What follows belongs to an exercise in optimizing a design on an open flow for small area, a short achievable clock period and few clock cycles per item; a production flow would make more cautious choices. Function was checked by simulation only, so behaviour that the tests miss may differ from the original. Power and IR drop assume default switching activity.

// huffman
module huffman(clk, reset, gray_data, gray_valid, CNT_valid, CNT1, CNT2, CNT3, CNT4, CNT5, CNT6,
    code_valid, HC1, HC2, HC3, HC4, HC5, HC6, M1, M2, M3, M4, M5, M6);
For scale: ~950 cells after synthesis, ~140 flip-flops, about 7800 um2 of cells after synthesis.
clock: 6.0 ns
lec_check: 0
cap_margin: 20
core_margin: 2
core_utilization: 55
cts_buf_list: sky130_fd_sc_hd__clkbuf_8
cts_cluster_size: 30
setup_slack_margin: 3.8
slew_margin: 20
tns_end_percent: 10
standard.sh (not shown) runs the stock make flow with config.mk's settings and CLKGATE_MAP_FILE= SYNTH_SCRIPT=/design/flow/synth_recipe.tcl, a recipe that flattens the netlist after the stock synthesis.
==> flow/flow/run.sh <==
#!/bin/bash
# Standard layout, with two changes: plain buffers (instead of the delay buffers
# buffer_ports picks by default) on the input and output ports, and one tie
# cell per constant value shared by all constant outputs (instead of one per port).
set -euo pipefail
export BUFFER_PORTS_ARGS="-buffer_cell sky130_fd_sc_hd__buf_1"
export SKIP_REPAIR_TIE_FANOUT=1
bash standard.sh > standard_flow.log 2>&1
The first run went through all stages and came out clean.
Testbench counts at the start, summed over its fixed seeds: cycles 23,029, frames 192.
Then changed:
--- a/flow/config.mk
+++ b/flow/config.mk
@@ -6,4 +6,5 @@
 export NUM_CORES = 4
 export LEC_CHECK = 0
+export ABC_AREA = 1
 export CAP_MARGIN = 20
 export CORE_MARGIN = 2
Effect: Clock-buffer cell count is unchanged; synthesized area goes up by 3.1%; power goes down by 13%; cell area goes down by 4.7%; hold slack improves by 0.012 ns; worst setup slack improves by 0.037 ns; register-to-register slack improves by 0.14 ns; core utilization goes down by 5.6 points; routed wire length goes down by 6.5%; critical path depth goes down by 8; die area goes up by 3.0%.
Then changed:
--- a/flow/config.mk
+++ b/flow/config.mk
@@ -6,5 +6,4 @@
 export NUM_CORES = 4
 export LEC_CHECK = 0
-export ABC_AREA = 1
 export CAP_MARGIN = 20
 export CORE_MARGIN = 2
@@ -12,5 +11,5 @@
 export CTS_BUF_LIST = sky130_fd_sc_hd__clkbuf_8
 export CTS_CLUSTER_SIZE = 30
-export SETUP_SLACK_MARGIN = 3.8
+export SETUP_SLACK_MARGIN = 3.7
 export SLEW_MARGIN = 20
-export TNS_END_PERCENT = 10
+export TNS_END_PERCENT = 25
After rerunning: Total power is higher by 9.9%; worst setup slack degrades by 0.11 ns; clock power rises by about 12%; final area is about the same; first-iteration DRC count is higher by about 50%; via count fell by 5.3%; area after synthesis shrinks by about 3%; wire length is higher by about 2.8%; die area falls by about 3%.


huffman, a different RTL version from the one above (not shown whole).
Size in the first run: about 8800 sq um of cells after synthesis.
// huffman
module huffman(clk, reset, gray_data, gray_valid, CNT_valid, CNT1, CNT2, CNT3, CNT4, CNT5, CNT6,
    code_valid, HC1, HC2, HC3, HC4, HC5, HC6, M1, M2, M3, M4, M5, M6);
input clk;
input reset;
input gray_valid;
input [7:0] gray_data;
output reg CNT_valid;
output [7:0] CNT1, CNT2, CNT3, CNT4, CNT5, CNT6;
output reg code_valid;
output [7:0] HC1, HC2, HC3, HC4, HC5, HC6;
output [7:0] M1, M2, M3, M4, M5, M6;
reg [1:0] st;
reg in_v;
reg [2:0] in_d;
reg [6:0] w[0:5];
reg [2:0] pos[0:5];
reg [4:0] hc[0:5];
reg [4:0] m[0:5];
reg par;         
reg merged;      
reg [2:0] ncomb;
reg srt;         
reg [4:1] pend;  
integer i;
wire idle     = (st == 2'd0);
wire counting = (st == 2'd1);
wire build    = (st == 2'd2);
reg [5:0] sel;
reg [6:0] cur;
always @* begin
	cur = 7'd0;
	for (i = 0; i < 6; i = i + 1) begin
		sel[i] = in_v && (in_d == i + 1);
		cur = cur | ({7{sel[i]}} & w[i]);
	end
end
wire [6:0] inc = cur + 7'd1;
reg [4:0] lt, swap;
always @* begin
	for (i = 0; i < 5; i = i + 1) begin
		lt[i] = (w[i] < w[i + 1]);
		if (merged)
			swap[i] = build && (i > 0) && pend[i] && (i == 4 || !pend[i + 1]);
		else
			swap[i] = build && lt[i] && (i[0] == par);
	end
end
wire in_order = ~|lt;
wire comb = build && (merged ? ~|pend : srt);
wire last = comb && (ncomb == 3'd4);
wire [6:0] sum = w[4] + w[5];
reg [2:0] np[0:5];
always @* begin
	for (i = 0; i < 6; i = i + 1) begin
		if (comb)
			np[i] = (i >= 4) ? 3'd5 : i + 1;
		else if (i < 5 && swap[i])
			np[i] = i + 1;
		else if (i > 0 && swap[i - 1])
			np[i] = i - 1;
		else
			np[i] = i;
	end
end
always @(posedge clk or posedge reset) begin
	if (reset) begin
		st <= 2'd0;
		in_v <= 1'b0;
		CNT_valid <= 1'b0;
		code_valid <= 1'b0;
	end
	else begin
		if (idle)
			st <= gray_valid ? 2'd1 : 2'd0;
		else if (counting)
			st <= gray_valid ? 2'd1 : 2'd2;
		else if (last)
			st <= 2'd0;
		in_v <= gray_valid;
		CNT_valid <= counting && !gray_valid;
		code_valid <= last;
	end
end
always @(posedge clk) begin
  ...
clock: 6.0 ns
lec_check: 0
cap_margin: 20
core_margin: 2
core_utilization: 40
slew_margin: 20
run.sh (not shown) runs the stock make flow with config.mk's settings and CLKGATE_MAP_FILE= SYNTH_SCRIPT=/design/flow/synth_recipe.tcl, a recipe that flattens the netlist after the stock synthesis.
Stock flow here: none of the scripts above is used.
The starting point completed without violations.
Testbench counts at the start, summed over its fixed seeds: cycles 22,627, frames 192.
Edit:
SETUP_SLACK_MARGIN = 3.4   (was unset)
TNS_END_PERCENT = 10   (was unset)
After rerunning: The changed run ran to the end with no violations. Power climbs by 18%. Final cell count is higher by 4.0%. Sequential power rose by about 4%. Sequential share of layout area goes down by 1.8 points. Wire length went up by 8.5%.


== job 141 ==
huffman, a different RTL version from the one above (not shown whole).
Size in the first run: roughly 920 cells after synthesis, about 160 I/O pins, ~7800 sq um of cells after synthesis.
Settings: LEC_CHECK=0, CAP_MARGIN=20, CORE_MARGIN=2, CORE_UTILIZATION=55, CTS_BUF_LIST=sky130_fd_sc_hd__clkbuf_8, CTS_CLUSTER_SIZE=30, SETUP_SLACK_MARGIN=3.5, SLEW_MARGIN=20, TNS_END_PERCENT=10; clock period 6.0 ns.
standard.sh (not shown) runs the stock make flow with config.mk's settings and CLKGATE_MAP_FILE= SYNTH_SCRIPT=/design/flow/synth_recipe.tcl, a recipe that flattens the netlist after the stock synthesis.
==> flow/flow/run.sh <==
#!/bin/bash
# Standard layout, with two changes: plain buffers (instead of the delay buffers
# buffer_ports picks by default) on the input and output ports, and one tie
# cell per constant value shared by all constant outputs (instead of one per port).
set -euo pipefail
export BUFFER_PORTS_ARGS="-buffer_cell sky130_fd_sc_hd__buf_2"
export SKIP_REPAIR_TIE_FANOUT=1
bash standard.sh > standard_flow.log 2>&1
The final layout from job 141, which completed every stage, passed the timing, design-rule and antenna checks at the end of the flow.
Testbench counts of job 141, summed over its fixed seeds: cycles 23,029, frames 192.
Input changes introduced in job 3508 (baseline for comparison: job 141):
- changing SETUP_SLACK_MARGIN from 3.5 to 3.8
## What came out
Higher met3 track demand over resource goes to job 3508 over job 141.
Across job 141 and job 3508, the outcome is the same: a clean finish for every run.
Looking at time the final worst path needs with I/O delays and setup across both flows, job 3508 is the stronger of the two, with job 141 trailing.
Job 3508 vs job 141 — clock power dropped 5.0%.
Looking at cell at the slowest stage of the critical path, the sky130_fd_sc_hd__a2111oi_0 result is from job 141; the sky130_fd_sc_hd__dfxtp_1 one comes from job 3508.
Comparing the two runs side by side, job 3508 comes out behind job 141 on wire length of the first global-routing pass.
Critical path depth: job 3508 vs job 141 down 8
The core of job 3508 is more densely filled than that of job 141.
Setup changes, job 3508 to job 9847
- SETUP_SLACK_MARGIN: 3.8 -> 3.6
==> flow/flow/run.sh <==
#!/bin/bash
# Standard layout, with three changes: plain buffers (instead of the delay
# buffers buffer_ports picks by default) on the input and output ports, one tie
# cell per constant value shared by all constant outputs (instead of one per
# port), and a clock tree without dummy loads.
set -euo pipefail
export BUFFER_PORTS_ARGS="-buffer_cell sky130_fd_sc_hd__buf_2"
export SKIP_REPAIR_TIE_FANOUT=1
export CTS_ARGS="-sink_clustering_enable -repair_clock_nets -sink_clustering_size 30 -buf_list sky130_fd_sc_hd__clkbuf_8 -dont_use_dummy_load"
bash standard.sh > standard_flow.log 2>&1
--- outcome ---
Per the comparison of job 9847 with job 3508, maximum operating frequency saw a decrease; setup slack of the worst register-to-register path decreased by 90 ps relative to the old numbers; hold slack fell by 6.4 ps; internal power summed over all cells dropped 13%. Per the comparison of job 9847 with job 3508, maximum fanout count along the critical path increased by 2 relative to the old numbers; ratio of final minimum period to clock period increased by 1.3 points relative to the old numbers.

## what the ideal ports hide
Ports are ideal in the flow. The routed layouts listed here were re-timed in OpenROAD.
Step 1: set_driving_cell puts a clkbuf_16 on clk and a buf_2 on each other input, an assumption about the parent block.
Step 2, shift: input delay + t, output delay - t, t = (earliest + latest rising clock arrival at the registers) / 2. This alone moves slack from input paths to output paths.
Three values: no drivers, after step 1, after step 2; two values: the first two.
run | t, ns | slack for setup (ns) | latest minus earliest clock arrival (ns)
the first run of note 1 | 0.494 | 3.710 / 3.710 / 3.710 | 0.011 / 0.011
the second run of note 1 | 0.486 | 3.747 / 3.709 / 3.852 | 0.013 / 0.013
the third run of note 1 | 0.493 | 3.633 / 3.595 / 3.668 | 0.013 / 0.013
the first run of note 2 | 0.473 | 1.971 / 1.971 / 1.971 | 0.014 / 0.014
the second run of note 2 | 0.464 | 3.310 / 3.265 / 3.329 | 0.012 / 0.012
job 141 | 0.478 | 3.348 / 3.348 / 3.348 | 0.014 / 0.014
job 3508 | 0.481 | 3.639 / 3.610 / 3.645 | 0.010 / 0.010
job 9847 | 0.472 | 3.563 / 3.563 / 3.563 | 0.026 / 0.026
After both steps setup and hold are still met in every run listed.
